Source: an optimization exercise on an open RTL-to-GDS flow (aim: small area and a short achievable clock period). Production flows keep margins and buffers that such runs may drop.
The RTL was checked by simulation tests, not by an equivalence proof against the original design.

File: flow/flow/run.sh
#!/bin/bash
# Standard layout with five changes to how it is made (the clock, constraints
# and checks are the design's own):
#  - synthesis maps logic with the area mapping under a delay bound in flow/abc_area.script (after the resyn2 rewriting)
#  - synthesis leaves full and half adders to that mapping (no ADDER_MAP_FILE)
#  - synthesis maps adders' carry logic with Yosys's default Brent-Kung tree
#    (any SYNTH_OPERATIONS_ARGS drops ORFS's Kogge-Stone extra map; -nordff
#    only concerns memories, which this design has none of)
#  - ports get the smallest buffer (buf_1); timing repair resizes the ones that matter
#  - timing repair aims for more setup slack than the design's period needs
set -euo pipefail
W=$(pwd)
rm -rf "$W/scripts_local"
cp -r "$FLOW_HOME/scripts" "$W/scripts_local"
cp "$W/flow/abc_area.script" "$W/scripts_local/abc_area.script"
bash standard.sh SCRIPTS_DIR="$W/scripts_local" SYNTH_OPERATIONS_ARGS=-nordff ADDER_MAP_FILE= \
	"BUFFER_PORTS_ARGS=-buffer_cell sky130_fd_sc_hd__buf_1" SETUP_SLACK_MARGIN=24 finish > standard_flow.log 2>&1
File: flow/flow/abc_area.script
strash
balance
rewrite
refactor
balance
rewrite
rewrite -z
balance
refactor -z
rewrite -z
balance
dch -f
map -D 6000
topo
stime -c
dnsize -c -D 6000
File: flow/standard.sh
#!/bin/bash
# synth_recipe.tcl (not shown) runs the flow's synth.tcl, then flattens the netlist and writes it again
# the make line also repeats each setting of config.mk as NAME=value (left out here)
make -C /OpenROAD-flow-scripts/flow DESIGN_CONFIG=/design/flow/config.mk WORK_HOME=/design/flow/orfs CLKGATE_MAP_FILE= SYNTH_SCRIPT=/design/flow/synth_recipe.tcl "${@:-finish}"
File: flow/config.mk
export PLATFORM = sky130hd
export DESIGN_NAME = mac_top
export DESIGN_NICKNAME = mac_top
export VERILOG_FILES = /design/flow/design.v
export SDC_FILE = /design/flow/constraint.sdc
export NUM_CORES = 4
export LEC_CHECK = 0
export ABC_AREA = 1
export CAP_MARGIN = 20
export CORE_MARGIN = 2
export CORE_UTILIZATION = 40
export PLACE_DENSITY = 0.6
export SLEW_MARGIN = 20
File: flow/constraint.sdc
create_clock -name core_clock -period 42.0 [get_ports {clk}]
set_input_delay 8.4000 -clock core_clock [delete_from_list [all_inputs] [get_ports {clk}]]
set_output_delay 8.4000 -clock core_clock [all_outputs]
set_load 0.01 [all_outputs]
File: flow/design.v
module mul_unit (
	input  [15:0] a,
	input  [15:0] b,
	output [15:0] pf,
	output [12:0] pi,
	output        error
);
wire m1, m2, m3, m4, m5, m6, m7, m8, m9, m10, m11, m12;
wire m13, m14, m15, m16, m17, m18, m19, m20, m21, m22, m23, m24;
wire m25, m26, m27, m28, m29, m30, m31, m32, m33, m34, m35, m36;
wire m37, m38, m39, m40, m41, m42, m43, m44, m45, m46, m47, m48;
wire m49, m50, m51, m52, m53, m54, m55, m56, m57, m58, m59, m60;
wire m61, m62, m63, m64, m65, m66, m67, m68, m69, m70, m71, m72;
wire m73, m74, m75, m76, m77, m78, m79, m80, m81, m82, m83, m84;
wire m85, m86, m87, m88, m89, m90, m91, m92, m93, m94, m95, m96;
wire m97, m98, m99, m100, m101, m102, m103, m104, m105, m106, m107, m108;
wire m109, m110, m111, m112, m113, m114, m115, m116, m117, m118, m119, m120;
wire m121, m122, m123, m124, m125, m126, m127, m128, m129, m130, m131, m132;
wire m133, m134, m135, m136, m137, m138, m139, m140, m141, m142, m143, m144;
wire m145, m146, m147, m148, m149, m150, m151, m152, m153, m154, m155, m156;
wire m157, m158, m159, m160, m161, m162, m163, m164, m165, m166, m167, m168;
wire m169, m170, m171, m172, m173, m174, m175, m176, m177, m178, m179, m180;
wire m181, m182, m183, m184, m185, m186, m187, m188, m189, m190, m191, m192;
wire m193, m194, m195, m196, m197, m198, m199, m200, m201, m202, m203, m204;
wire m205, m206, m207, m208, m209, m210, m211, m212;
assign m1 = (a[0] & b[6]) ^ (a[1] & b[5]);
assign m2 = (a[0] & b[6]) & (a[1] & b[5]);
assign m3 = (a[0] & b[7]) ^ (a[1] & b[6]) ^ (a[2] & b[5]);
assign m4 = ((a[0] & b[7]) & (a[1] & b[6])) | ((a[0] & b[7]) & (a[2] & b[5])) | ((a[1] & b[6]) & (a[2] & b[5]));
assign m5 = (a[3] & b[4]) ^ (a[4] & b[3]);
assign m6 = (a[3] & b[4]) & (a[4] & b[3]);
assign m7 = (a[1] & b[7]) ^ (a[2] & b[6]) ^ (a[3] & b[5]);
assign m8 = ((a[1] & b[7]) & (a[2] & b[6])) | ((a[1] & b[7]) & (a[3] & b[5])) | ((a[2] & b[6]) & (a[3] & b[5]));
assign m9 = (a[4] & b[4]) ^ (a[5] & b[3]);
assign m10 = (a[4] & b[4]) & (a[5] & b[3]);
assign m11 = (a[2] & b[7]) ^ (a[3] & b[6]) ^ (a[4] & b[5]);
assign m12 = ((a[2] & b[7]) & (a[3] & b[6])) | ((a[2] & b[7]) & (a[4] & b[5])) | ((a[3] & b[6]) & (a[4] & b[5]));
assign m13 = (a[0] & b[4]) ^ (a[1] & b[3]);
assign m14 = (a[0] & b[4]) & (a[1] & b[3]);
assign m15 = (a[0] & b[5]) ^ (a[1] & b[4]) ^ (a[2] & b[3]);
assign m16 = ((a[0] & b[5]) & (a[1] & b[4])) | ((a[0] & b[5]) & (a[2] & b[3])) | ((a[1] & b[4]) & (a[2] & b[3]));
assign m17 = (a[3] & b[2]) ^ (a[4] & b[1]);
assign m18 = (a[3] & b[2]) & (a[4] & b[1]);
assign m19 = m1 ^ (a[2] & b[4]) ^ (a[3] & b[3]);
assign m20 = (m1 & (a[2] & b[4])) | (m1 & (a[3] & b[3])) | ((a[2] & b[4]) & (a[3] & b[3]));
assign m21 = (a[4] & b[2]) ^ (a[5] & b[1]) ^ (a[6] & b[0]);
assign m22 = ((a[4] & b[2]) & (a[5] & b[1])) | ((a[4] & b[2]) & (a[6] & b[0])) | ((a[5] & b[1]) & (a[6] & b[0]));
assign m23 = m2 ^ m3 ^ m5;
assign m24 = (m2 & m3) | (m2 & m5) | (m3 & m5);
assign m25 = (a[5] & b[2]) ^ (a[6] & b[1]) ^ (a[7] & b[0]);
assign m26 = ((a[5] & b[2]) & (a[6] & b[1])) | ((a[5] & b[2]) & (a[7] & b[0])) | ((a[6] & b[1]) & (a[7] & b[0]));
assign m27 = m4 ^ m6 ^ m7;
assign m28 = (m4 & m6) | (m4 & m7) | (m6 & m7);
assign m29 = m9 ^ (a[6] & b[2]) ^ (a[7] & b[1]);
assign m30 = (m9 & (a[6] & b[2])) | (m9 & (a[7] & b[1])) | ((a[6] & b[2]) & (a[7] & b[1]));
assign m31 = m8 ^ m10 ^ m11;
assign m32 = (m8 & m10) | (m8 & m11) | (m10 & m11);
assign m33 = (a[5] & b[4]) ^ (a[6] & b[3]) ^ (a[7] & b[2]);
assign m34 = ((a[5] & b[4]) & (a[6] & b[3])) | ((a[5] & b[4]) & (a[7] & b[2])) | ((a[6] & b[3]) & (a[7] & b[2]));
assign m35 = m12 ^ (a[3] & b[7]) ^ (a[4] & b[6]);
assign m36 = (m12 & (a[3] & b[7])) | (m12 & (a[4] & b[6])) | ((a[3] & b[7]) & (a[4] & b[6]));
assign m37 = (a[5] & b[5]) ^ (a[6] & b[4]) ^ (a[7] & b[3]);
assign m38 = ((a[5] & b[5]) & (a[6] & b[4])) | ((a[5] & b[5]) & (a[7] & b[3])) | ((a[6] & b[4]) & (a[7] & b[3]));
assign m39 = (a[4] & b[7]) ^ (a[5] & b[6]) ^ (a[6] & b[5]);
assign m40 = ((a[4] & b[7]) & (a[5] & b[6])) | ((a[4] & b[7]) & (a[6] & b[5])) | ((a[5] & b[6]) & (a[6] & b[5]));
assign m41 = (a[0] & b[3]) ^ (a[1] & b[2]);
assign m42 = (a[0] & b[3]) & (a[1] & b[2]);
assign m43 = m13 ^ (a[2] & b[2]) ^ (a[3] & b[1]);
assign m44 = (m13 & (a[2] & b[2])) | (m13 & (a[3] & b[1])) | ((a[2] & b[2]) & (a[3] & b[1]));
assign m45 = m14 ^ m15 ^ m17;
assign m46 = (m14 & m15) | (m14 & m17) | (m15 & m17);
assign m47 = m16 ^ m18 ^ m19;
assign m48 = (m16 & m18) | (m16 & m19) | (m18 & m19);
assign m49 = m20 ^ m22 ^ m23;
assign m50 = (m20 & m22) | (m20 & m23) | (m22 & m23);
assign m51 = m24 ^ m26 ^ m27;
assign m52 = (m24 & m26) | (m24 & m27) | (m26 & m27);
assign m53 = m28 ^ m30 ^ m31;
assign m54 = (m28 & m30) | (m28 & m31) | (m30 & m31);
assign m55 = m32 ^ m34 ^ m35;
assign m56 = (m32 & m34) | (m32 & m35) | (m34 & m35);
assign m57 = m36 ^ m38 ^ m39;
assign m58 = (m36 & m38) | (m36 & m39) | (m38 & m39);
assign m59 = m40 ^ (a[5] & b[7]) ^ (a[6] & b[6]);
assign m60 = (m40 & (a[5] & b[7])) | (m40 & (a[6] & b[6])) | ((a[5] & b[7]) & (a[6] & b[6]));
assign m61 = (a[0] & b[2]) ^ (a[1] & b[1]);
assign m62 = (a[0] & b[2]) & (a[1] & b[1]);
assign m63 = m41 ^ (a[2] & b[1]) ^ (a[3] & b[0]);
assign m64 = (m41 & (a[2] & b[1])) | (m41 & (a[3] & b[0])) | ((a[2] & b[1]) & (a[3] & b[0]));
assign m65 = m42 ^ m43 ^ (a[4] & b[0]);
assign m66 = (m42 & m43) | (m42 & (a[4] & b[0])) | (m43 & (a[4] & b[0]));
assign m67 = m44 ^ m45 ^ (a[5] & b[0]);
assign m68 = (m44 & m45) | (m44 & (a[5] & b[0])) | (m45 & (a[5] & b[0]));
assign m69 = m46 ^ m47 ^ m21;
assign m70 = (m46 & m47) | (m46 & m21) | (m47 & m21);
assign m71 = m48 ^ m49 ^ m25;
assign m72 = (m48 & m49) | (m48 & m25) | (m49 & m25);
assign m73 = m50 ^ m51 ^ m29;
assign m74 = (m50 & m51) | (m50 & m29) | (m51 & m29);
assign m75 = m52 ^ m53 ^ m33;
assign m76 = (m52 & m53) | (m52 & m33) | (m53 & m33);
assign m77 = m54 ^ m55 ^ m37;
assign m78 = (m54 & m55) | (m54 & m37) | (m55 & m37);
assign m79 = m56 ^ m57 ^ (a[7] & b[4]);
assign m80 = (m56 & m57) | (m56 & (a[7] & b[4])) | (m57 & (a[7] & b[4]));
assign m81 = m58 ^ m59 ^ (a[7] & b[5]);
assign m82 = (m58 & m59) | (m58 & (a[7] & b[5])) | (m59 & (a[7] & b[5]));
assign m83 = m60 ^ (a[6] & b[7]) ^ (a[7] & b[6]);
assign m84 = (m60 & (a[6] & b[7])) | (m60 & (a[7] & b[6])) | ((a[6] & b[7]) & (a[7] & b[6]));
assign m85 = m74 ^ m75;
assign m86 = m74 & m75;
assign m87 = m76 ^ m77;
assign m88 = m76 & m77;
assign m89 = m78 ^ m79;
assign m90 = m78 & m79;
assign m91 = m80 ^ m81;
assign m92 = m80 & m81;
assign m93 = m72 ^ m73;
assign m94 = m72 & m73;
assign m95 = m85 ^ ~(a[7] & b[1]) ^ ~(b[7] & a[1]);
assign m96 = (m85 & ~(a[7] & b[1])) | (m85 & ~(b[7] & a[1])) | (~(a[7] & b[1]) & ~(b[7] & a[1]));
assign m97 = m86 ^ m87 ^ ~(a[7] & b[2]);
assign m98 = (m86 & m87) | (m86 & ~(a[7] & b[2])) | (m87 & ~(a[7] & b[2]));
assign m99 = m88 ^ m89 ^ ~(a[7] & b[3]);
assign m100 = (m88 & m89) | (m88 & ~(a[7] & b[3])) | (m89 & ~(a[7] & b[3]));
assign m101 = m90 ^ m91 ^ ~(a[7] & b[4]);
assign m102 = (m90 & m91) | (m90 & ~(a[7] & b[4])) | (m91 & ~(a[7] & b[4]));
assign m103 = m93 ^ ~(a[7] & b[0]);
assign m104 = m93 & ~(a[7] & b[0]);
assign m105 = m94 ^ m95 ^ 1'b1;
assign m106 = (m94 & m95) | (m94 & 1'b1) | (m95 & 1'b1);
assign m107 = m96 ^ m97 ^ ~(b[7] & a[2]);
assign m108 = (m96 & m97) | (m96 & ~(b[7] & a[2])) | (m97 & ~(b[7] & a[2]));
assign m109 = m98 ^ m99 ^ ~(b[7] & a[3]);
assign m110 = (m98 & m99) | (m98 & ~(b[7] & a[3])) | (m99 & ~(b[7] & a[3]));
assign m111 = m100 ^ m101 ^ ~(b[7] & a[4]);
assign m112 = (m100 & m101) | (m100 & ~(b[7] & a[4])) | (m101 & ~(b[7] & a[4]));
assign m113 = m102 ^ m92;
assign m114 = m102 & m92;
assign m115 = m76 ^ m77 ^ a[0];
assign m116 = (m76 & m77) | (m76 & a[0]) | (m77 & a[0]);
assign m117 = m78 ^ m79 ^ a[1];
assign m118 = (m78 & m79) | (m78 & a[1]) | (m79 & a[1]);
assign m119 = (a[2] & b[9]) ^ (a[3] & b[8]);
assign m120 = (a[2] & b[9]) & (a[3] & b[8]);
assign m121 = m80 ^ m81 ^ a[2];
assign m122 = (m80 & m81) | (m80 & a[2]) | (m81 & a[2]);
assign m123 = (a[3] & b[9]) ^ (a[4] & b[8]) ^ (a[8] & b[4]);
assign m124 = ((a[3] & b[9]) & (a[4] & b[8])) | ((a[3] & b[9]) & (a[8] & b[4])) | ((a[4] & b[8]) & (a[8] & b[4]));
assign m125 = m82 ^ m83 ^ a[3];
assign m126 = (m82 & m83) | (m82 & a[3]) | (m83 & a[3]);
assign m127 = (a[4] & b[9]) ^ (a[5] & b[8]) ^ (a[8] & b[5]);
assign m128 = ((a[4] & b[9]) & (a[5] & b[8])) | ((a[4] & b[9]) & (a[8] & b[5])) | ((a[5] & b[8]) & (a[8] & b[5]));
assign m129 = m84 ^ (a[7] & b[7]) ^ a[4];
assign m130 = (m84 & (a[7] & b[7])) | (m84 & a[4]) | ((a[7] & b[7]) & a[4]);
assign m131 = (a[5] & b[9]) ^ (a[6] & b[8]) ^ (a[8] & b[6]);
assign m132 = ((a[5] & b[9]) & (a[6] & b[8])) | ((a[5] & b[9]) & (a[8] & b[6])) | ((a[6] & b[8]) & (a[8] & b[6]));
assign m133 = a[5] ^ (a[6] & b[9]) ^ (a[7] & b[8]);
assign m134 = (a[5] & (a[6] & b[9])) | (a[5] & (a[7] & b[8])) | ((a[6] & b[9]) & (a[7] & b[8]));
assign m135 = m74 ^ m75 ^ (a[0] & b[9]);
assign m136 = (m74 & m75) | (m74 & (a[0] & b[9])) | (m75 & (a[0] & b[9]));
assign m137 = m115 ^ (a[1] & b[9]) ^ (a[2] & b[8]);
assign m138 = (m115 & (a[1] & b[9])) | (m115 & (a[2] & b[8])) | ((a[1] & b[9]) & (a[2] & b[8]));
assign m139 = (a[8] & b[2]) ^ (a[9] & b[1]);
assign m140 = (a[8] & b[2]) & (a[9] & b[1]);
assign m141 = m116 ^ m117 ^ m119;
assign m142 = (m116 & m117) | (m116 & m119) | (m117 & m119);
assign m143 = (a[8] & b[3]) ^ (a[9] & b[2]) ^ b[1];
assign m144 = ((a[8] & b[3]) & (a[9] & b[2])) | ((a[8] & b[3]) & b[1]) | ((a[9] & b[2]) & b[1]);
assign m145 = m118 ^ m120 ^ m121;
assign m146 = (m118 & m120) | (m118 & m121) | (m120 & m121);
assign m147 = m123 ^ (a[9] & b[3]) ^ b[2];
assign m148 = (m123 & (a[9] & b[3])) | (m123 & b[2]) | ((a[9] & b[3]) & b[2]);
assign m149 = m122 ^ m124 ^ m125;
assign m150 = (m122 & m124) | (m122 & m125) | (m124 & m125);
assign m151 = m127 ^ (a[9] & b[4]) ^ b[3];
assign m152 = (m127 & (a[9] & b[4])) | (m127 & b[3]) | ((a[9] & b[4]) & b[3]);
assign m153 = m126 ^ m128 ^ m129;
assign m154 = (m126 & m128) | (m126 & m129) | (m128 & m129);
assign m155 = m131 ^ (a[9] & b[5]) ^ b[4];
assign m156 = (m131 & (a[9] & b[5])) | (m131 & b[4]) | ((a[9] & b[5]) & b[4]);
assign m157 = m130 ^ m132 ^ m133;
assign m158 = (m130 & m132) | (m130 & m133) | (m132 & m133);
assign m159 = (a[8] & b[7]) ^ (a[9] & b[6]) ^ b[5];
assign m160 = ((a[8] & b[7]) & (a[9] & b[6])) | ((a[8] & b[7]) & b[5]) | ((a[9] & b[6]) & b[5]);
assign m161 = m134 ^ a[6] ^ (a[7] & b[9]);
assign m162 = (m134 & a[6]) | (m134 & (a[7] & b[9])) | (a[6] & (a[7] & b[9]));
assign m163 = (a[8] & b[8]) ^ (a[9] & b[7]) ^ b[6];
assign m164 = ((a[8] & b[8]) & (a[9] & b[7])) | ((a[8] & b[8]) & b[6]) | ((a[9] & b[7]) & b[6]);
assign m165 = a[7] ^ (a[8] & b[9]) ^ (a[9] & b[8]);
assign m166 = (a[7] & (a[8] & b[9])) | (a[7] & (a[9] & b[8])) | ((a[8] & b[9]) & (a[9] & b[8]));
assign m167 = m72 ^ m73;
assign m168 = m72 & m73;
assign m169 = m135 ^ (a[1] & b[8]) ^ (a[8] & b[1]);
assign m170 = (m135 & (a[1] & b[8])) | (m135 & (a[8] & b[1])) | ((a[1] & b[8]) & (a[8] & b[1]));
assign m171 = m136 ^ m137 ^ m139;
assign m172 = (m136 & m137) | (m136 & m139) | (m137 & m139);
assign m173 = m138 ^ m140 ^ m141;
assign m174 = (m138 & m140) | (m138 & m141) | (m140 & m141);
assign m175 = m142 ^ m144 ^ m145;
assign m176 = (m142 & m144) | (m142 & m145) | (m144 & m145);
assign m177 = m146 ^ m148 ^ m149;
assign m178 = (m146 & m148) | (m146 & m149) | (m148 & m149);
assign m179 = m150 ^ m152 ^ m153;
assign m180 = (m150 & m152) | (m150 & m153) | (m152 & m153);
assign m181 = m154 ^ m156 ^ m157;
assign m182 = (m154 & m156) | (m154 & m157) | (m156 & m157);
assign m183 = m158 ^ m160 ^ m161;
assign m184 = (m158 & m160) | (m158 & m161) | (m160 & m161);
assign m185 = m162 ^ m164 ^ m165;
assign m186 = (m162 & m164) | (m162 & m165) | (m164 & m165);
assign m187 = m166 ^ a[8] ^ (a[9] & b[9]);
assign m188 = (m166 & a[8]) | (m166 & (a[9] & b[9])) | (a[8] & (a[9] & b[9]));
assign m189 = m167 ^ (a[0] & b[8]);
assign m190 = m167 & (a[0] & b[8]);
assign m191 = m168 ^ m169 ^ (a[9] & b[0]);
assign m192 = (m168 & m169) | (m168 & (a[9] & b[0])) | (m169 & (a[9] & b[0]));
assign m193 = m170 ^ m171 ^ b[0];
assign m194 = (m170 & m171) | (m170 & b[0]) | (m171 & b[0]);
assign m195 = m172 ^ m173 ^ m143;
assign m196 = (m172 & m173) | (m172 & m143) | (m173 & m143);
assign m197 = m174 ^ m175 ^ m147;
assign m198 = (m174 & m175) | (m174 & m147) | (m175 & m147);
assign m199 = m176 ^ m177 ^ m151;
assign m200 = (m176 & m177) | (m176 & m151) | (m177 & m151);
assign m201 = m178 ^ m179 ^ m155;
assign m202 = (m178 & m179) | (m178 & m155) | (m179 & m155);
assign m203 = m180 ^ m181 ^ m159;
assign m204 = (m180 & m181) | (m180 & m159) | (m181 & m159);
assign m205 = m182 ^ m183 ^ m163;
assign m206 = (m182 & m183) | (m182 & m163) | (m183 & m163);
assign m207 = m184 ^ m185 ^ b[7];
assign m208 = (m184 & m185) | (m184 & b[7]) | (m185 & b[7]);
assign m209 = m186 ^ m187 ^ b[8];
assign m210 = (m186 & m187) | (m186 & b[8]) | (m187 & b[8]);
assign m211 = m188 ^ a[9] ^ b[9];
assign m212 = (m188 & a[9]) | (m188 & b[9]) | (a[9] & b[9]);
wire [12:0] ix0 = {m110, m108, m106, m104, m103, m70, m68, m66, m64, m62, m61, (a[0] & b[1]), (a[0] & b[0])};
wire [12:0] ix1 = {m111, m109, m107, m105, ~(b[7] & a[0]), m71, m69, m67, m65, m63, (a[2] & b[0]), (a[1] & b[0]), 1'b0};
wire [21:0] fx0 = {1'b0, m212, m210, m208, m206, m204, m202, m200, m198, m196, m194, m192, m190, m189, m70, m68, m66, m64, m62, m61, (a[0] & b[1]), (a[0] & b[0])};
wire [21:0] fx1 = {1'b0, 1'b1, m211, m209, m207, m205, m203, m201, m199, m197, m195, m193, m191, (a[8] & b[0]), m71, m69, m67, m65, m63, (a[2] & b[0]), (a[1] & b[0]), 1'b0};
	wire [12:0] isum = ix0 + ix1;
	wire        iz   = (a[7:0] == 8'h80) | (b[7:0] == 8'h80);
	assign pi = iz ? 13'd0 : isum;
	wire [21:0] m  = fx0 + fx1;
	wire [5:0]  s  = a[14:10] + b[14:10];
	wire        uf = (s < 6'd15);
	wire        of = (s > 6'd46);
	wire [4:0]  e  = s[4:0] + 5'd17 + {4'd0, m[21]};
	wire [9:0]  f  = m[21] ? m[20:11] : m[19:10];
	wire        sg = a[15] ^ b[15];
	wire        z  = ~(|a) | ~(|b);
	assign error = uf | of;
	assign pf = z  ? 16'b0 :
	            uf ? {sg, 15'b0} :
	            of ? {sg, 5'h1f, 10'b0} :
	                 {sg, e, f};
endmodule
module mac_top
(
	input                    clk,
	input                    rst_n,         
	input                    enable,
	input                    valid,
	input                    read,    
	input                    mode,    
	input                    cfg,
	input             [15:0] in_a,
	input             [15:0] in_b,
	output            [15:0] mac_out,
	output                   error
);
	reg [15:0] pf_reg;    
	reg [12:0] pi_reg;    
	reg        err_reg;   
	reg [15:0] c_reg;
	reg        mode_reg;
	wire [15:0] pf_next, sum;
	wire [12:0] pi_next;
	wire        err_next;
	mul_unit u_mul  (.a(in_a), .b(in_b), .pf(pf_next), .pi(pi_next), .error(err_next));
	mac_add  u_add  (.mode(mode_reg), .pf(pf_reg), .pi(pi_reg), .c(c_reg), .s(sum));
	always @ ( posedge clk or negedge rst_n ) begin
		if ( ! rst_n ) begin
			pf_reg   <= 16'b0;   
			pi_reg   <= 13'b0;
			err_reg  <= 1'b1;    
			c_reg    <= 16'b0;
			mode_reg <= 1'b0;
		end else if (enable) begin
			if (valid) begin
				pf_reg  <= pf_next;
				pi_reg  <= pi_next;
				err_reg <= err_next;
				c_reg   <= sum;
			end
			else if (read) begin  
				pf_reg  <= 16'b0;
				pi_reg  <= 13'b0;
				err_reg <= 1'b1;
				c_reg   <= 16'b0;
			end
		end else if (cfg) begin
			mode_reg <= mode;
		end
	end
	assign error   = err_reg;
	assign mac_out = (read && enable && ~valid) ? sum : 16'b0;
endmodule
module mac_add (
	input         mode,
	input  [15:0] pf,
	input  [12:0] pi,
	input  [15:0] c,
	output [15:0] s
);
	wire [11:0] lo = pi[10:0] + c[10:0];
	wire [1:0]  hi = pi[12:11] + c[12:11];
	wire [15:0] s_int = {hi, 2'b00, lo};
	wire [4:0]  ep   = pf[14:10];
	wire [4:0]  ec   = c[14:10];
	wire [5:0]  d1   = {1'b0, ep} - {1'b0, ec};
	wire [4:0]  d2   = ec - ep;
	wire        p_ge = ~d1[5];
	wire [4:0]  sh   = p_ge ? d1[4:0] : d2;
	wire [4:0]  eb   = p_ge ? ep : ec;
	wire        a_gt = pf[14:0] > c[14:0];
	wire [9:0]  mb   = a_gt ? pf[9:0] : c[9:0];
	wire [9:0]  ms   = a_gt ? c[9:0]  : pf[9:0];
	wire        sign = a_gt ? pf[15]  : c[15];
	wire        sub  = pf[15] ^ c[15];
	wire [21:0] af   = {1'b1, ms, 11'd0} >> sh;
	wire [13:0] al   = {af[21:11], af[10], |af[8:0], af[9]};
	wire [14:0] sum  = {2'b01, mb, 3'd0} + {1'b0, al ^ {14{sub}}} + {14'd0, sub};
	wire [14:0] ma   = {sum[14] & ~sub, sum[13:0]};
	reg  [4:0]  nzl;
	always @(*) begin
		casez (ma[14:3])
			12'b1???????????: nzl = 5'd0;
			12'b01??????????: nzl = 5'd1;
			12'b001?????????: nzl = 5'd2;
			12'b0001????????: nzl = 5'd3;
			12'b00001???????: nzl = 5'd4;
			12'b000001??????: nzl = 5'd5;
			12'b0000001?????: nzl = 5'd6;
			12'b00000001????: nzl = 5'd7;
			12'b000000001???: nzl = 5'd8;
			12'b0000000001??: nzl = 5'd9;
			12'b00000000001?: nzl = 5'd10;
			12'b000000000001: nzl = 5'd11;
			default:          nzl = 5'd0;
		endcase
	end
	wire [5:0]  sle  = {1'b0, eb} - {1'b0, nzl} + 6'd1;
	wire [3:0]  lsv  = (nzl > sle[4:0]) ? sle[3:0] : nzl[3:0];
	wire [14:0] nm   = ma << lsv;
	wire        rnd  = (|nm[2:0] | nm[4]) & nm[3];
	wire [4:0]  ex   = sub ? (sle[5] ? 5'd0 : sle[4:0]) : (eb + {4'd0, ma[14]});
	wire [9:0]  fr   = nm[13:4] + {9'd0, rnd};
	wire [15:0] s_fp = {sign, ex, fr};
	assign s = mode ? s_fp : s_int;
endmodule
==> impl_metrics.tcl, run 1 <==
set metrics [dict create \
    cts_buffers 5 \
    wl_met2_mm 17.2 \
    syn_to_final_growth_pct 21.7 \
    antenna_cells 0 \
    fillers 2463 \
    highest_layer "met4" \
    slew_headroom 0.409 \
    final_net_count 1906 \
    timing.setup.tns_ns 0 \
    die_x_um 157 \
    layout-drive-gt1-share 0.139 \
    dieArea_um2 24600 \
    worstPathRequired_ns 33.60 \
    io_buffers 55 \
    final_util 0.499 \
    synth_cells 1728 \
    drtPass1Iterations 5 \
    dp_hpwl_mm 26.6 \
    tightest_slew_ns 0.884 \
    wl_mm 34.9 \
    final_common_cell "nand2_1" \
    grt_pass1_vias 10801 \
    grt_use_total 0.267 \
    finalCriticalPeriod_ns 17.74 \
    criticalPathCategory "reg -> out" \
    start_util 0.410 \
    synth_top_area_frac 0.186 \
    worstPathArrival_ns 9.34 \
    critPathSlowestCell "dfrtp_1" \
    path_max_fanout 21 \
    async_flop_share 1.00 \
    clock_latency_ns 0.31 \
    cp_slowest_stage_delay_ns 0.42 \
    wl_met3_mm 1.87 \
    grt_pass1_wl_mm 52.7 \
    vias 11881 \
    ys_warn_count 2 \
    drt_iter0_drc 946 \
    drv_cap 0 \
    clkSinkCount 47 \
    hold_viol_final 0 \
    gp_congestion 0.929 \
    end_kind "output port" \
    die-height_um 157 \
    yosysTopAreaCell "nand2_1" \
    h-tree-depth 2 \
    synth-seq-area-share 0.126 \
    slew_violations 0 \
    setup_viol 0 \
    ys_ff_latch 47 \
    tritoncts "done" \
    grt_max_degree 48 \
    drc_errors 0 \
    detail-route-antenna-nets 0 \
    holdBufCountCts 0 \
    rsz0062_at_grt "no" \
    avgRoutedWirePerCell_um 16.0 \
    skew_ns 0.0139 \
    path_common_cell "nand2_1" \
    avgSynthCellArea_um2 5.40 \
    mostFrequentLayoutCells "448 x nand2_1, 275 x nor2_1, 205 x clkinv_1, 102 x o21ai_0, 91 x xor2_1" \
    hp-class "reg -> reg" \
    synth_cell_types 46 \
    syn_area_um2 9340 \
    clkSlewWorstSetupHoldPaths_ns 0.07 \
    synthTopCellsByArea "nand2_1 19%, dfrtp_1 12%, nor2_1 12%" \
    synth_nets 1767 \
    ioPinCount 56 \
    wl_met1_mm 14.4 \
    root_buffer "clkbuf_16" \
    synth_enable_flop_cells 0 \
    antenna_found_initial 0 \
    max_freq_mhz 56.4 \
    fp-row-count 55 \
    status "timing/DRC/antenna clean" \
    clockBufferDepth 2 \
    vias_per_cell 5.45 \
    fin_crit_sh 0.422 \
    crit_path_start_kind "flop" \
    synth_flop_cell "dfrtp_1" \
    core_area_um2 22800 \
    grt-ovfl-total 0 \
]
==> per-layer routing <==
metal / vias up / track usage
met5: - / 0
met4: 0 / 0.100
met3: 99 / 0.0230
met2: 418 / 0.494
met1: 5349 / 0.319
li1: 6015 / -
==> Yosys cell counts (7+ instances only) <==
library cell	n
nor4_1	7
a22oi_1	14
a21oi_1	86
a21boi_0	7
a21o_1	7
o211ai_1	13
a31oi_1	10
xnor2_1	45
nor2_1	293
dfrtp_1	46
o22ai_1	50
clkinv_1	223
o21ai_0	132
xor2_1	95
o21a_1	7
nand4_1	16
nor3_1	28
or2_2	48
nand2_1	463
nand3_1	87
==> cell families (layout without fill, tap and decap cells) <==
| group | count (synthesis) | count (layout) | synth area share |
|---|---|---|---|
| buf+inv | 223 | 363 | 0.0896 |
| xor+xnor | 140 | 140 | 0.131 |
| fa+ha+maj | 5 | 5 | 0.00536 |
| simple gates | 954 | 954 | 0.421 |
| compound gates | 359 | 359 | 0.226 |
| flops | 47 | 47 | 0.126 |
==> final cells by class <==
cell class,instances,area (µm²),area share
clock buffers,5,125,0.0110
clock inverters,3,46.3,0.00407
inverters,223,848,0.0746
multi-input cells,1458,7920,0.697
flip-flops and latches,47,1180,0.104
well taps,313,392,0.0345
repair buffers,132,855,0.0752
==> stage by stage <==
stage	instance area (µm²)	cells	hold slack [ns]	setup WS [ns]
2_1_floorplan	9340	1728	0.473	24.42
5_1_grt	11400	2181	0.550	23.73
3_5_place_dp	10000	2110	0.529	22.54
4_1_cts	10500	2134	0.539	24.01
3_3_place_gp	10000	2110	0.523	22.84
6_report	11400	2181	0.536	24.26
==> what timing repair did <==
action                                 4_1_cts  5_1_grt
resized for setup                           37      155
cloned                                       0        3
setup endpoints to repair                   11       10
endpoints found under the hold margin        0        0
pin swaps                                   10       46
setup buffers                               16       44
==> worst max-delay path, delay by kind of cell (launching register included) <==
family	cells	cell delay [ns]
compound gates	16	2.61
xor+xnor	1	0.20
fa+ha+maj	1	0.32
buf+inv	9	1.27
flops	1	0.42
simple gates	32	4.19
==> path summary, 6_finish.rpt <==
path                       slack (ns)                   end  cells past startpoint                   from
setup / recovery                24.26            mac_out[9]                     59  c_reg[10]$_DFFE_PN0P_
hold / removal                   0.54   err_reg$_DFFE_PN1P_                      1    err_reg$_DFFE_PN1P_
setup reg to reg                32.86  c_reg[9]$_DFFE_PN0P_                     58  c_reg[10]$_DFFE_PN0P_
hold reg to reg                  0.54   err_reg$_DFFE_PN1P_                      1    err_reg$_DFFE_PN1P_
max in group asynchronous       33.34  c_reg[0]$_DFFE_PN0P_                      2                  rst_n
min in group asynchronous        8.20  c_reg[5]$_DFFE_PN0P_                      2                  rst_n
==> run 2, diff against run 1 <==
--- a/flow/flow/run.sh
+++ b/flow/flow/run.sh
@@ -14,4 +14,4 @@
 cp -r "$FLOW_HOME/scripts" "$W/scripts_local"
 cp "$W/flow/abc_area.script" "$W/scripts_local/abc_area.script"
 bash standard.sh SCRIPTS_DIR="$W/scripts_local" SYNTH_OPERATIONS_ARGS=-nordff ADDER_MAP_FILE= \
-	"BUFFER_PORTS_ARGS=-buffer_cell sky130_fd_sc_hd__buf_1" SETUP_SLACK_MARGIN=24 finish > standard_flow.log 2>&1
+	"BUFFER_PORTS_ARGS=-buffer_cell sky130_fd_sc_hd__buf_1" SETUP_SLACK_MARGIN=24.4 finish > standard_flow.log 2>&1
==> impl_metrics.tcl, run 2 <==
set metrics [dict create \
    dp_hpwl_mm 26.6 \
    hold_viol_final 0 \
    clkSinkCount 47 \
    avgSynthCellArea_um2 5.40 \
    clkSlewWorstSetupHoldPaths_ns 0.08 \
    die-height_um 157 \
    final_cell_count_no_fill 2198 \
    drv_cap 0 \
    die_x_um 157 \
    ioPinCount 56 \
    grt_use_total 0.271 \
    avgRoutedWirePerCell_um 16.5 \
    layout-drive-gt1-share 0.183 \
    clock_latency_ns 0.31 \
    holdBufCountCts 0 \
    detail-route-antenna-nets 0 \
    synth_enable_flop_cells 0 \
    synth.most_common_cell "nand2_1" \
    synth_flop_cell "dfrtp_1" \
    synth_cell_types 46 \
    grt_max_degree 48 \
    async_flop_share 1.00 \
    vias_per_cell 5.50 \
    cp_slowest_stage_delay_ns 0.41 \
    syn_area_um2 9340 \
    grt_pass1_wl_mm 53.5 \
    h-tree-depth 2 \
    dieArea_um2 24600 \
    drt_iter0_drc 998 \
    io_buffers 55 \
    ys_ff_latch 47 \
    drtPass1Iterations 7 \
    finalCriticalPeriod_ns 17.59 \
    slew_violations 0 \
    core_area_um2 22800 \
    ys_top_cells_by_count "463 x nand2_1, 293 x nor2_1, 223 x clkinv_1, 132 x o21ai_0, 95 x xor2_1" \
    setup_viol 0 \
    synthTopCellsByArea "nand2_1 19%, dfrtp_1 12%, nor2_1 12%" \
    status "timing/DRC/antenna clean" \
    fin_crit_sh 0.419 \
    antenna_found_initial 0 \
    root_buffer "clkbuf_16" \
    synth_nets 1767 \
    hp-class "reg -> reg" \
    fp-row-count 55 \
    critPathSlowestCell "a311o_1" \
    drc_errors 0 \
    max_freq_mhz 56.8 \
    fillers 2377 \
    criticalPathCategory "reg -> out" \
    path_max_fanout 8 \
    skew_ns 0.0148 \
    grt_pass1_vias 10946 \
    slew_headroom 0.402 \
    worstPathRequired_ns 33.60 \
    tritoncts "done" \
    final_net_count 1923 \
    synth_top_area_frac 0.186 \
    yosysTopAreaCell "nand2_1" \
    ys_warn_count 2 \
    end_kind "output port" \
    dp_cells 2110 \
    clockBufferDepth 2 \
    timing.setup.tns_ns 0 \
    rsz0062_at_grt "yes" \
    crit_path_start_kind "flop" \
    tightest_slew_ns 0.895 \
    mostFrequentLayoutCells "437 x nand2_1, 265 x nor2_1, 201 x clkinv_1, 93 x o21ai_0, 91 x xor2_1" \
    holdWs_ns 0.537 \
    final_common_cell "nand2_1" \
    wl_mm 36.2 \
    start_util 0.410 \
    grt-ovfl-total 0 \
    vias 12085 \
    antenna_cells 0 \
    worstPathArrival_ns 9.19 \
    syn_to_final_growth_pct 27.9 \
    gp_congestion 0.929 \
    synth-seq-area-share 0.126 \
    synth_cells 1728 \
    cts_buffers 5 \
]
-- run 2: cell types whose count changed in the layout (fill, tap and decap cells not counted), moves of 9 or more --
cell and change:
nor2_1 -10, buf_1 -10, clkbuf_2 +9, o21ai_0 -9
nand2_1 -11
-- run 2: layout make-up --
type                       count  area (µm²)  area share
clock inverter                 3        46.3     0.00388
sequential                    47        1190      0.0995
inverter                     223         861      0.0721
clock buffer                   5         125      0.0105
timing repair inverter         1        5.00    0.000419
multi-input combinational   1460        8300       0.695
tap                          313         392      0.0328
timing repair buffer         146        1020      0.0857
-- run 2: cells by family (layout without fill, tap and decap cells) --
logic type | Yosys count | in the layout | synth area share
simple gates | 954 | 956 | 0.421
compound gates | 359 | 359 | 0.226
buf+inv | 223 | 378 | 0.0896
xor+xnor | 140 | 140 | 0.131
flops | 47 | 47 | 0.126
fa+ha+maj | 5 | 5 | 0.00536
-- run 2: path summary, 6_finish.rpt --
kind	startpoint	endpoint	slack (ns)	cells after the start
setup / recovery	c_reg[7]$_DFFE_PN0P_	mac_out[9]	24.41	51
hold / removal	err_reg$_DFFE_PN1P_	err_reg$_DFFE_PN1P_	0.54	1
setup reg to reg	c_reg[7]$_DFFE_PN0P_	c_reg[9]$_DFFE_PN0P_	33.01	51
hold reg to reg	err_reg$_DFFE_PN1P_	err_reg$_DFFE_PN1P_	0.54	1
max in group asynchronous	rst_n	c_reg[12]$_DFFE_PN0P_	33.29	2
min in group asynchronous	rst_n	c_reg[5]$_DFFE_PN0P_	8.19	2
-- run 2: critical path: cells and delay by family, from the launching register on --
family,cells,cell delay [ns]
xor gates and xnor gates,1,0.21
buffers and inverters,8,1.17
AOI/OAI and AO/OA,17,3.49
and+or+nand+nor,25,3.55
DFF,1,0.40
-- run 2: stage by stage --
stage               area, µm²  setup slack (ns)   util
floorplan                9340             24.42      -
global placement        10000             22.84  0.441
detailed placement      10000             22.54  0.441
CTS                     10700             24.41  0.469
global route            11900             23.97  0.524
finish                  11900             24.41  0.524
-- run 2: what timing repair did --
item,CTS,global route
buffers inserted,24,46
pin swaps,25,72
cloned,0,10
resized for setup,83,229
endpoints found under the setup margin,16,15
-- run 2: per-layer routing --
metal	wire (µm)	global-route usage	vias to the layer above
met5	0	0	-
met2	18000	0.504	475
met1	14800	0.323	5447
met4	1490	0.0992	0
met3	1910	0.0222	119
li1	-	-	6044
==> run 3, diff against run 2 <==
==> flow/flow/run.sh (replaced) <==
#!/bin/bash
# Standard layout with five changes to how it is made (the clock, constraints
# and checks are the design's own):
#  - synthesis maps logic with the delay-bounded area mapping in flow/abc_area.script
#  - synthesis leaves full and half adders to that mapping (no ADDER_MAP_FILE)
#  - synthesis maps adders' carry logic with Yosys's default Brent-Kung tree
#    (any SYNTH_OPERATIONS_ARGS drops ORFS's Kogge-Stone extra map; -nordff
#    only concerns memories, which this design has none of)
#  - ports get the smallest buffer (buf_1); timing repair resizes the ones that matter
#  - timing repair aims for more setup slack than the design's period needs
set -euo pipefail
W=$(pwd)
rm -rf "$W/scripts_local"
cp -r "$FLOW_HOME/scripts" "$W/scripts_local"
cp "$W/flow/abc_area.script" "$W/scripts_local/abc_area.script"
bash standard.sh SCRIPTS_DIR="$W/scripts_local" SYNTH_OPERATIONS_ARGS=-nordff ADDER_MAP_FILE= \
	"BUFFER_PORTS_ARGS=-buffer_cell sky130_fd_sc_hd__buf_1" SETUP_SLACK_MARGIN=24.5 finish > standard_flow.log 2>&1
==> flow/flow/abc_area.script (replaced) <==
strash
dch -f
map -D 5000
topo
stime -c
dnsize -c -D 5000
--- a/flow/config.mk
+++ b/flow/config.mk
@@ -6,8 +6,9 @@
 export NUM_CORES = 4
 export LEC_CHECK = 0
 export ABC_AREA = 1
-export CAP_MARGIN = 20
+export CAP_MARGIN = 10
 export CORE_MARGIN = 2
 export CORE_UTILIZATION = 40
+export CTS_BUF_LIST = sky130_fd_sc_hd__clkbuf_4 sky130_fd_sc_hd__clkbuf_8
 export PLACE_DENSITY = 0.6
-export SLEW_MARGIN = 20
+export SLEW_MARGIN = 10
==> impl_metrics.tcl, run 3 <==
set metrics [dict create \
    slew_violations 0 \
    ys_ff_latch 47 \
    vias_per_cell 5.54 \
    rsz0062_at_grt "yes" \
    criticalPathCategory "in -> out" \
    synth.most_common_cell "nand2_1" \
    grt_use_total 0.261 \
    io_buffers 55 \
    clkSlewWorstSetupHoldPaths_ns 0.09 \
    slew_headroom 0.431 \
    antenna_found_initial 0 \
    reg2regPathDepth 44 \
    ys_top_cells_by_count "486 x nand2_1, 340 x nor2_1, 273 x clkinv_1, 165 x nand3_1, 125 x o21ai_0" \
    ioPinCount 56 \
    hp-class "reg -> reg" \
    clkSinkCount 47 \
    grt-ovfl-total 0 \
    final_common_cell "nand2_1" \
    final_util 0.473 \
    grt_pass1_vias 11509 \
    finalWorstSetupSlack_ns 24.40 \
    die_x_um 163 \
    timing.rr.start "c_reg[7]$_DFFE_PN0P_" \
    wl_mm 36.1 \
    syn_area_um2 10100 \
    min_from "pi_reg[12]$_DFFE_PN0P_" \
    place_area_um2 10800 \
    wl_met2_mm 17.5 \
    cts_buffers 5 \
    drt_iter0_drc 1246 \
    place_ws_ns 22.79 \
    wl_met3_mm 1.78 \
    grt_pass1_wl_mm 56.5 \
    timing.setup.tns_ns 0 \
    tritoncts "done" \
    yosysTopAreaCell "nand2_1" \
    skew_ns 0.0203 \
    hold_viol_final 0 \
    vias 13046 \
    start_util 0.405 \
    synth_top_area_frac 0.181 \
    drv_cap 0 \
    path_max_fanout 7 \
    async_flop_share 1.00 \
    synth_cells 1918 \
    dieArea_um2 26600 \
    r2r_slack_ns 33.56 \
    avgSynthCellArea_um2 5.27 \
    worstPathRequired_ns 33.60 \
    tightest_slew_ns 0.851 \
    clockBufferDepth 2 \
    holdBufCountCts 0 \
    detail-route-antenna-nets 0 \
    fin_area_um2 11800 \
    synth_nets 1957 \
    drtPass1Iterations 6 \
    status "timing/DRC/antenna clean" \
    drc_errors 0 \
    dp_hpwl_mm 28.4 \
    antenna_cells 0 \
    crit_path_start_kind "input pin" \
    synth_enable_flop_cells 0 \
    root_buffer "clkbuf_8" \
    endpoint "mac_out[10]" \
    timing.rr.end "c_reg[8]$_DFFE_PN0P_" \
    clock_latency_ns 0.32 \
    ys_warn_count 2 \
    wl_met1_mm 15.2 \
    grt_max_degree 48 \
    h-tree-depth 2 \
    max_freq_mhz 56.8 \
    final_net_count 2063 \
    synth_flop_cell "dfrtp_1" \
    synth_cell_types 43 \
    syn_to_final_growth_pct 16.9 \
    setup_viol 0 \
    fin_crit_sh 0.419 \
    avgRoutedWirePerCell_um 15.3 \
    startpoint "valid" \
    fp-row-count 58 \
    finalCriticalPeriod_ns 17.60 \
    worstPathArrival_ns 9.20 \
    synth-seq-area-share 0.117 \
    layout-drive-gt1-share 0.0943 \
    core_area_um2 25000 \
    synthTopCellsByArea "nand2_1 18%, nor2_1 13%, dfrtp_1 11%" \
    highest_layer "met4" \
    die-height_um 163 \
    end_kind "output port" \
    mostFrequentLayoutCells "480 x nand2_1, 317 x nor2_1, 268 x clkinv_1, 155 x nand3_1, 106 x o21ai_0" \
    gp_congestion 0.986 \
]
[run 3: cell count changes after synthesis, moves of 7 or more]
cell,change
a21oi_1,+9
a22oi_1,-7
clkinv_1,+50
nand2_1,+23
nand3_1,+78
nand4_1,+28
nor2_1,+47
o21ai_0,-7
o22ai_1,-9
or2_2,-15
xnor2_1,-12
[run 3: layout make-up]
| cell class | instances | area (µm²) |
|---|---|---|
| fillers | 2740 | 13100 |
| multi-input cells | 1601 | 8450 |
| flip-flops and latches | 47 | 1180 |
| inverters | 273 | 1040 |
| repair buffers | 96 | 624 |
| well taps | 330 | 413 |
| clock buffers | 6 | 76.3 |
| clock inverters | 2 | 37.5 |
[run 3: metal layers]
layer  vias to the layer above  GRT usage
met4                         0      0.112
li1                       6623          -
met3                       113     0.0120
met1                      5810      0.326
met2                       500      0.466
met5                         -          0
[run 3: repair_timing]
item	4_1_cts	5_1_grt
setup endpoints to repair	16	16
pin swaps	6	31
gates resized for setup	49	112
cloned	1	4
setup buffers	12	21
[run 3: worst min path at each step]
stage	cells past startpoint	slack, ns	endpoint
floorplan	2	0.47	pi_reg[12]$_DFFE_PN0P_
global placement	2	0.52	pi_reg[12]$_DFFE_PN0P_
detailed placement	2	0.53	pi_reg[12]$_DFFE_PN0P_
CTS	2	0.55	pi_reg[12]$_DFFE_PN0P_
global route	1	0.58	err_reg$_DFFE_PN1P_
finish	2	0.55	pi_reg[12]$_DFFE_PN0P_
[run 3: cells by family (layout without fill, tap and decap cells)]
| logic type | count (synthesis) | count (layout) | share of synthesized area |
|---|---|---|---|
| AO/OA/AOI/OAI | 353 | 355 | 0.207 |
| XOR/XNOR | 125 | 125 | 0.108 |
| adder cells (fa/ha/maj) | 2 | 2 | 0.00198 |
| buffers and inverters | 273 | 377 | 0.101 |
| flip-flops | 47 | 47 | 0.117 |
| AND/OR/NAND/NOR | 1118 | 1119 | 0.465 |
[run 3: critical path, cell delays in order]
cell and delay [ns]:
buf_6 0.09, nand3b_1 0.19, buf_6 0.17, buf_12 0.15, nor2_4 0.09, buf_6 0.11
[run 3: per-stage QoR]
stage	hold slack [ns]	cells
after floorplan	0.473	1918
after global placement	0.525	2309
after detailed placement	0.535	2309
after CTS	0.554	2330
after global routing	0.579	2355
final	0.549	2355
==> run 4, diff against run 3 <==
--- a/flow/flow/run.sh
+++ b/flow/flow/run.sh
@@ -14,4 +14,4 @@
 cp -r "$FLOW_HOME/scripts" "$W/scripts_local"
 cp "$W/flow/abc_area.script" "$W/scripts_local/abc_area.script"
 bash standard.sh SCRIPTS_DIR="$W/scripts_local" SYNTH_OPERATIONS_ARGS=-nordff ADDER_MAP_FILE= \
-	"BUFFER_PORTS_ARGS=-buffer_cell sky130_fd_sc_hd__buf_1" SETUP_SLACK_MARGIN=24.5 finish > standard_flow.log 2>&1
+	"BUFFER_PORTS_ARGS=-buffer_cell sky130_fd_sc_hd__buf_1" SETUP_SLACK_MARGIN=24.25 finish > standard_flow.log 2>&1
==> impl_metrics.tcl, run 4 <==
set metrics [dict create \
    critPathSlowestCell "buf_4" \
    end_kind "output port" \
    place_ws_ns 22.35 \
    die_x_um 163 \
    skew_ns 0.00695 \
    h-tree-depth 2 \
    wl_met3_mm 1.46 \
    grt_use_total 0.264 \
    place_area_um2 10800 \
    worstPathRequired_ns 33.60 \
    io_buffers 55 \
    crit_buf_inv 4 \
    syn_to_final_growth_pct 13.3 \
    holdBufCountCts 0 \
    avgSynthCellArea_um2 5.27 \
    crit_path_start_kind "input pin" \
    core_area_um2 25000 \
    clkSlewWorstSetupHoldPaths_ns 0.09 \
    synthTopCellsByArea "nand2_1 18%, nor2_1 13%, dfrtp_1 11%" \
    timing.setup.tns_ns 0 \
    rsz0062_at_grt "no" \
    wl_met1_mm 15.1 \
    root_buffer "clkbuf_8" \
    detail-route-antenna-nets 0 \
    hp-class "reg -> reg" \
    avgRoutedWirePerCell_um 15.2 \
    slew_violations 0 \
    final_net_count 2051 \
    synth_cell_types 43 \
    criticalPathCategory "in -> out" \
    path_cells "buf_1 -> nand3b_1 -> buf_4 -> buf_4 -> nor2_1 -> buf_1" \
    drv_cap 0 \
    max_freq_mhz 56.6 \
    gp_congestion 0.954 \
    status "timing/DRC/antenna clean" \
    mostFrequentLayoutCells "481 x nand2_1, 330 x nor2_1, 269 x clkinv_1, 158 x nand3_1, 112 x o21ai_0" \
    yosysTopAreaCell "nand2_1" \
    final_cell_count_no_fill 2343 \
    start_util 0.405 \
    setup_viol 0 \
    tightest_slew_ns 0.786 \
    cp_top_family "buffers and inverters" \
    finalCriticalPeriod_ns 17.65 \
    die-height_um 163 \
    grt_max_degree 48 \
    ys_top_cells_by_count "486 x nand2_1, 340 x nor2_1, 273 x clkinv_1, 165 x nand3_1, 125 x o21ai_0" \
    synth_enable_flop_cells 0 \
    synth.most_common_cell "nand2_1" \
    tritoncts "done" \
    antenna_cells 0 \
    drc_errors 0 \
    vias_per_cell 5.45 \
    fin_area_um2 11400 \
    hold_viol_final 0 \
    grt_pass1_wl_mm 56.7 \
    synth-seq-area-share 0.117 \
    cts_buffers 5 \
    layout-drive-gt1-share 0.0656 \
    synth_nets 1957 \
    dp_cells 2314 \
    async_flop_share 1.00 \
    wl_mm 35.7 \
    clockBufferDepth 2 \
    ys_warn_count 2 \
    fin_crit_sh 0.420 \
    vias 12770 \
    dieArea_um2 26600 \
    fp-row-count 58 \
    holdWs_ns 0.541 \
    dp_hpwl_mm 29.0 \
    highest_layer "met4" \
    final_common_cell "nand2_1" \
    synth_cells 1918 \
    synth_flop_cell "dfrtp_1" \
    antenna_found_initial 0 \
    worstPathArrival_ns 9.25 \
    clkSinkCount 47 \
    grt-ovfl-total 0 \
    final_util 0.459 \
    drtPass1Iterations 7 \
    finalWorstSetupSlack_ns 24.35 \
    cp_slowest_stage_delay_ns 0.18 \
    syn_area_um2 10100 \
    wl_met2_mm 17.7 \
    drt_iter0_drc 896 \
    synth_top_area_frac 0.181 \
    clock_latency_ns 0.31 \
    grt_pass1_vias 11394 \
    slew_headroom 0.475 \
    ioPinCount 56 \
    ys_ff_latch 47 \
    path_max_fanout 10 \
]
[run 4: final cells by class]
class	count	area, µm²
multi-input combinational	1599	8240
tap	330	413
sequential	47	1180
clock buffer	5	68.8
clock inverter	3	67.6
fill	2756	13500
inverter	273	1030
timing repair buffer	86	453
[run 4: cell families (layout without fill, tap and decap cells)]
logic type	after synthesis	in the layout	share of synthesized area
adders and majority gates	2	2	0.00198
AOI/OAI and AO/OA	353	353	0.207
and+or+nand+nor	1118	1119	0.465
xor gates and xnor gates	125	125	0.108
DFF	47	47	0.117
buffers and inverters	273	367	0.101
[run 4: worst paths after layout]
check                                             from                     end  slack, ns  cells after the start
min in group asynchronous                        rst_n    mode_reg$_DFFE_PN0P_       8.17                      2
worst max register to register    c_reg[7]$_DFFE_PN0P_    c_reg[3]$_DFFE_PN0P_      33.54                     47
worst min-delay path            pi_reg[12]$_DFFE_PN0P_  pi_reg[12]$_DFFE_PN0P_       0.54                      2
max in group asynchronous                        rst_n   pf_reg[8]$_DFFE_PN0P_      33.40                      2
worst max-delay path                             valid              mac_out[8]      24.35                      6
worst min register to register  pi_reg[12]$_DFFE_PN0P_  pi_reg[12]$_DFFE_PN0P_       0.54                      2
[run 4: worst register-to-register path: cells and delay by family, from the launching register on]
family | cells | cell delay, ns
AO/OA/AOI/OAI | 17 | 3.60
buffers and inverters | 6 | 1.03
flip-flops | 1 | 0.45
AND/OR/NAND/NOR | 24 | 3.26
[run 4: routing by layer]
layer  vias up  global-route usage
li1       6568                   -
met5         -                   0
met2       410               0.485
met1      5702               0.323
met4         0               0.104
met3        90              0.0104
[run 4: repair_timing]
action	in CTS	in global routing
endpoints found under the hold margin	0	0
setup endpoints to repair	16	10
pin swaps	2	14
buffers inserted	7	13
gates resized for setup	19	68
cloned	1	0
==> run 5, diff against run 4 <==
==> flow/flow/run.sh (replaced) <==
#!/bin/bash
set -euo pipefail
W=$(pwd)
rm -rf "$W/scripts_local"
cp -r "$FLOW_HOME/scripts" "$W/scripts_local"
cp "$W/flow/abc_area.script" "$W/scripts_local/abc_area.script"
bash standard.sh SCRIPTS_DIR="$W/scripts_local" SYNTH_OPERATIONS_ARGS=-nordff ADDER_MAP_FILE= \
	"BUFFER_PORTS_ARGS=-buffer_cell sky130_fd_sc_hd__buf_1" \
	"CTS_ARGS=-sink_clustering_enable -repair_clock_nets -dont_use_dummy_load -buf_list {sky130_fd_sc_hd__clkbuf_4 sky130_fd_sc_hd__clkbuf_8}" SETUP_SLACK_MARGIN=24 finish > standard_flow.log 2>&1
==> flow/flow/abc_area.script (replaced) <==
strash
balance
rewrite
refactor
balance
rewrite
rewrite -z
balance
refactor -z
rewrite -z
balance
balance
rewrite
refactor
balance
rewrite
rewrite -z
balance
refactor -z
rewrite -z
balance
balance
rewrite
refactor
balance
rewrite
rewrite -z
balance
refactor -z
rewrite -z
balance
dch -f
map -D 5000
topo
stime -c
dnsize -c -D 5000
==> impl_metrics.tcl, run 5 <==
set metrics [dict create \
    status "timing/DRC/antenna clean" \
    async_flop_share 1.00 \
    end_kind "output port" \
    fin_crit_sh 0.418 \
    synth_flop_cell "dfrtp_1" \
    finalWorstSetupSlack_ns 24.45 \
    avgRoutedWirePerCell_um 15.3 \
    tightest_slew_ns 0.755 \
    r2r_slack_ns 33.29 \
    timing.setup.tns_ns 0 \
    holdWs_ns 0.523 \
    final_util 0.456 \
    dieArea_um2 25300 \
    grt_use_total 0.254 \
    die_x_um 159 \
    timing.rr.start "c_reg[11]$_DFFE_PN0P_" \
    slew_violations 0 \
    grt-ovfl-total 0 \
    gp_congestion 1.02 \
    core_area_um2 23500 \
    path_max_fanout 16 \
    place_ws_ns 23.18 \
    min_from "pi_reg[6]$_DFFE_PN0P_" \
    met2_usage 0.452 \
    vias_per_cell 5.48 \
    ys_top_cells_by_count "465 x nand2_1, 275 x nor2_1, 225 x clkinv_1, 147 x o21ai_0, 125 x nand3_1" \
    worstPathRequired_ns 33.60 \
    synth_enable_flop_cells 0 \
    clock_latency_ns 0.31 \
    detail-route-antenna-nets 0 \
    synth_cells 1774 \
    ioPinCount 56 \
    synth_nets 1813 \
    clkSinkCount 47 \
    antenna_cells 0 \
    io_buffers 55 \
    clockBufferDepth 2 \
    drtPass1Iterations 6 \
    busiest_layer "met2" \
    synth_cell_types 49 \
    tritoncts "done" \
    clkSlewWorstSetupHoldPaths_ns 0.09 \
    synth.most_common_cell "nand2_1" \
    setup_viol 0 \
    final_common_cell "nand2_1" \
    synthTopCellsByArea "nand2_1 18%, dfrtp_1 12%, nor2_1 11%" \
    antenna_found_initial 0 \
    skew_ns 0.0217 \
    slew_headroom 0.497 \
    finalCriticalPeriod_ns 17.55 \
    drv_cap 0 \
    drc_errors 0 \
    final_net_count 1903 \
    layout-drive-gt1-share 0.0612 \
    die-height_um 159 \
    syn_to_final_growth_pct 12.0 \
    worstPathArrival_ns 9.15 \
    yosysTopAreaCell "nand2_1" \
    grt_pass1_wl_mm 52.8 \
    criticalPathCategory "in -> out" \
    syn_area_um2 9600 \
    mostFrequentLayoutCells "462 x nand2_1, 269 x nor2_1, 220 x clkinv_1, 136 x o21ai_0, 121 x nand3_1" \
    max_freq_mhz 57.0 \
    ys_warn_count 2 \
    avgSynthCellArea_um2 5.41 \
    grt_pass1_vias 10715 \
    wl_mm 33.4 \
    h-tree-depth 2 \
    synth_top_area_frac 0.182 \
    hold_viol_final 0 \
    met1_usage 0.309 \
    grt_max_degree 48 \
    reg2regPathDepth 49 \
    root_buffer "clkbuf_8" \
    whs_endpoint "pi_reg[6]$_DFFE_PN0P_" \
    crit_path_start_kind "input pin" \
    rsz0062_at_grt "yes" \
    fp-row-count 56 \
    vias 11957 \
    drt_iter0_drc 826 \
    timing.rr.end "c_reg[8]$_DFFE_PN0P_" \
    min_path_cells 1 \
    hp-class "reg -> reg" \
    met3_usage 0.0159 \
    start_util 0.408 \
    ys_ff_latch 47 \
    fillers 2667 \
    synth-seq-area-share 0.123 \
    cts_buffers 5 \
    dp_hpwl_mm 27.3 \
]
## run 5: cell count changes after synthesis, sizes merged, moves of 9 or more
| cell | delta |
|---|---|
| o22ai | +11 |
| nand3 | -40 |
| nand2 | -21 |
| nor2 | -65 |
| nor3 | +11 |
| xor2 | +9 |
| clkinv | -48 |
| nand4 | -20 |
| o21ai | +22 |
## run 5: cell type report
class                           count  area [µm²]  share of cell area
Clock buffer                        5        68.8             0.00640
Inverter                          225         851              0.0792
Multi-Input combinational cell   1504        7830               0.729
Timing Repair Buffer               81         415              0.0387
Tap cell                          319         399              0.0371
Sequential cell                    47        1180               0.110
## run 5: metrics by stage
step                cell area (µm²)  std cells
floorplan                      9600       1774
global placement              10300       2159
detailed placement            10300       2159
CTS                           10400       2166
global route                  10700       2181
finish                        10700       2181
## run 5: metal layers
metal	share of wire	up-vias
met3	0.050	96
met2	0.47	420
met5	0	-
met1	0.43	5304
li1	-	6137
met4	0.050	0
## run 5: cell families after synthesis
family                   share of synthesized area
buffers and inverters                       0.0880
flip-flops                                   0.123
AO/OA/AOI/OAI                                0.238
adder cells (fa/ha/maj)                    0.00209
AND/OR/NAND/NOR                              0.427
XOR/XNOR                                     0.120
multiplexers                               0.00209
## run 5: how the worst max path moves through the flow
stage / startpoint / endpoint / slack, ns / cells after the start
finish: valid / mac_out[12] / 24.45 / 5
global route: c_reg[12]$_DFFE_PN0P_ / mac_out[8] / 23.87 / 52
CTS: c_reg[10]$_DFFE_PN0P_ / mac_out[8] / 24.05 / 49
detailed placement: c_reg[12]$_DFFE_PN0P_ / mac_out[8] / 23.18 / 46
global placement: c_reg[12]$_DFFE_PN0P_ / mac_out[9] / 23.44 / 49
floorplan: valid / mac_out[0] / 24.54 / 2
## run 5: repair_timing
action	in CTS	in global routing
pin swaps	2	9
buffers inserted	2	13
hold buffers	0	0
setup endpoints to repair	10	16
gates resized for setup	19	46
gates cloned	0	2
## run 5: worst max-delay path, cell delays in order
cell      delay [ns]
buf_1           0.09
nand3b_1        0.15
buf_4           0.20
nor2_1          0.14
buf_1           0.16
==> run 6, diff against run 5 <==
--- a/flow/flow/abc_area.script
+++ b/flow/flow/abc_area.script
@@ -1,14 +1,4 @@
 strash
-balance
-rewrite
-refactor
-balance
-rewrite
-rewrite -z
-balance
-refactor -z
-rewrite -z
-balance
 balance
 rewrite
 refactor
==> impl_metrics.tcl, run 6 <==
set metrics [dict create \
    antenna_cells 0 \
    drtPass1Iterations 6 \
    avgSynthCellArea_um2 5.39 \
    finalCriticalPeriod_ns 17.82 \
    final_common_cell "nand2_1" \
    drv_cap 0 \
    synth_top_area_frac 0.184 \
    reg2regPathDepth 47 \
    clockBufferDepth 2 \
    ys_top_cells_by_count "473 x nand2_1, 267 x nor2_1, 232 x clkinv_1, 150 x nand3_1, 150 x o21ai_0" \
    rsz0062_at_grt "yes" \
    vias 11985 \
    path_max_fanout 16 \
    worstPathArrival_ns 9.42 \
    synth.most_common_cell "nand2_1" \
    grt_max_degree 48 \
    die_x_um 159 \
    detail-route-antenna-nets 0 \
    hold_viol_final 0 \
    criticalPathCategory "in -> out" \
    setup_viol 0 \
    mostFrequentLayoutCells "470 x nand2_1, 262 x nor2_1, 228 x clkinv_1, 147 x nand3_1, 136 x o21ai_0" \
    dp_cells 2177 \
    fin_crit_sh 0.424 \
    grt-ovfl-total 0 \
    grt_pass1_wl_mm 53.0 \
    min_path_cells 1 \
    end_kind "output port" \
    holdWs_ns 0.538 \
    die-height_um 159 \
    gp_congestion 0.948 \
    clkSlewWorstSetupHoldPaths_ns 0.09 \
    ys_ff_latch 47 \
    grt_pass1_vias 10856 \
    wl_mm 32.9 \
    avgRoutedWirePerCell_um 15.0 \
    r2r_slack_ns 33.27 \
    fp-row-count 56 \
    syn_area_um2 9660 \
    timing.rr.end "c_reg[9]$_DFFE_PN0P_" \
    h-tree-depth 2 \
    min_from "err_reg$_DFFE_PN1P_" \
    async_flop_share 1.00 \
    synth_flop_cell "dfrtp_1" \
    timing.setup.tns_ns 0 \
    layout-drive-gt1-share 0.0511 \
    skew_ns 0.0209 \
    vias_per_cell 5.46 \
    status "timing/DRC/antenna clean" \
    syn_to_final_growth_pct 10.6 \
    synth_enable_flop_cells 0 \
    slew_headroom 0.465 \
    synth_cells 1792 \
    cp_top_family "simple AND/OR/NAND/NOR gates" \
    dieArea_um2 25400 \
    hp-class "reg -> reg" \
    tritoncts "done" \
    drc_errors 0 \
    synth-seq-area-share 0.122 \
    slew_violations 0 \
    dp_hpwl_mm 26.7 \
    final_util 0.453 \
    grt_use_total 0.251 \
    final_net_count 1919 \
    synth_nets 1831 \
    synthTopCellsByArea "nand2_1 18%, dfrtp_1 12%, nor2_1 10%" \
    ys_warn_count 2 \
    antenna_found_initial 0 \
    clkSinkCount 47 \
    timing.rr.start "pf_reg[7]$_DFFE_PN0P_" \
    worstPathRequired_ns 33.60 \
    tightest_slew_ns 0.799 \
    io_buffers 55 \
    critPathSlowestCell "nor2_1" \
    core_area_um2 23600 \
    final_cell_count_no_fill 2197 \
    cts_buffers 5 \
    clock_latency_ns 0.32 \
    drt_iter0_drc 889 \
    crit_path_start_kind "input pin" \
    crit_buf_inv 3 \
    cp_slowest_stage_delay_ns 0.23 \
    path_cells "buf_1 -> nand2_1 -> nor2_1 -> inv_4 -> nor2_1 -> buf_1" \
    synth_cell_types 47 \
    whs_endpoint "err_reg$_DFFE_PN1P_" \
    yosysTopAreaCell "nand2_1" \
    start_util 0.409 \
    max_freq_mhz 56.1 \
    ioPinCount 56 \
    root_buffer "clkbuf_8" \
]
==> run 6: changes by cell type after synthesis, moves of 4 or more <==
cell | before | now
a22oi_1 | 12 | 8
clkinv_1 | 225 | 232
nand2_1 | 465 | 473
nand3_1 | 125 | 150
nand4_1 | 24 | 28
nor2_1 | 275 | 267
nor3_1 | 33 | 20
o211a_1 | 6 | 1
xnor2_1 | 31 | 36
==> run 6: worst max path at each step <==
stage / end / startpoint / cells after the start / slack (ns)
2_1_floorplan: mac_out[9] / read / 4 / 24.47
4_1_cts: mac_out[9] / c_reg[12]$_DFFE_PN0P_ / 48 / 24.01
5_1_grt: mac_out[9] / pf_reg[10]$_DFFE_PN0P_ / 53 / 23.92
6_report: mac_out[3] / enable / 6 / 24.18
3_5_place_dp: mac_out[9] / c_reg[12]$_DFFE_PN0P_ / 47 / 23.68
3_3_place_gp: mac_out[9] / c_reg[12]$_DFFE_PN0P_ / 46 / 23.85
==> run 6: cells by family (layout without fill, tap and decap cells) <==
group           count (synthesis)  after routing  synth area share
fa+ha+maj                       4              4           0.00414
simple gates                  993            994             0.430
compound gates                380            380             0.229
xor+xnor                      136            136             0.125
buf+inv                       232            317            0.0901
flops                          47             47             0.122
==> run 6: layout make-up <==
type | count | area, µm²
repair buffers | 80 | 408
well taps | 319 | 399
fillers | 2643 | 12900
multi-input cells | 1514 | 7750
flip-flops and latches | 47 | 1180
clock buffers | 5 | 68.8
inverters | 232 | 880
==> run 6: through the flow <==
step	worst slack [ns]	instance area, µm²
3_3_place_gp	23.85	10400
3_5_place_dp	23.68	10400
5_1_grt	23.92	10700
2_1_floorplan	24.47	9660
6_report	24.18	10700
4_1_cts	24.01	10500
==> run 6: timing repair <==
action | in CTS | in global routing
gates cloned | 0 | 1
setup endpoints to repair | 16 | 15
buffers inserted | 3 | 11
hold buffers | 0 | 0
resized for setup | 9 | 39
pin swaps | 0 | 4
==> run 6: worst reg2reg max path, delay by kind of cell (launching register included) <==
kind | cells | cell delay [ns]
AOI/OAI and AO/OA | 14 | 2.84
buffers and inverters | 7 | 1.20
DFF | 1 | 0.45
and+or+nand+nor | 26 | 4.14
==> run 6: metal layers <==
metal  share of wire  track usage
met5               0            0
met4           0.049        0.126
met3           0.048       0.0169
met2            0.47        0.444
met1            0.43        0.308

## separate check: timing with driven ports
Ports are ideal in the flow. The routed layouts listed here were re-timed in OpenROAD.
Step 1: set_driving_cell puts a clkbuf_16 on clk and a buf_2 on each other input, an assumption about the parent block.
Step 2 moves the port delays by t, midway between the first and last clock arrival at a register: inputs arrive t later, outputs are due t later. That takes back most of the time a late clock gives input paths.
Three values: no drivers, after step 1, after step 2; two values: the first two.
run | t, ns | slack for setup (ns) | worst setup path at the end | worst register clock-pin slew, ns
run 1 | 0.339 | 24.259 / 24.218 / 24.384 | input to output | 0.08 / 0.08
run 2 | 0.339 | 24.409 / 24.370 / 24.425 | input to output | 0.08 / 0.08
run 3 | 0.348 | 24.401 / 24.369 / 24.369 | input to output | 0.10 / 0.10
run 4 | 0.338 | 24.347 / 24.327 / 24.328 | input to output | 0.09 / 0.09
run 5 | 0.338 | 24.450 / 24.430 / 24.430 | input to output | 0.09 / 0.09
run 6 | 0.343 | 24.179 / 24.155 / 24.155 | input to output | 0.10 / 0.10
After both steps every run listed still meets setup and hold. For run 3, which loses most, drivers alone change the setup slack by -0.032 ns; drivers and shift together by -0.032 ns.
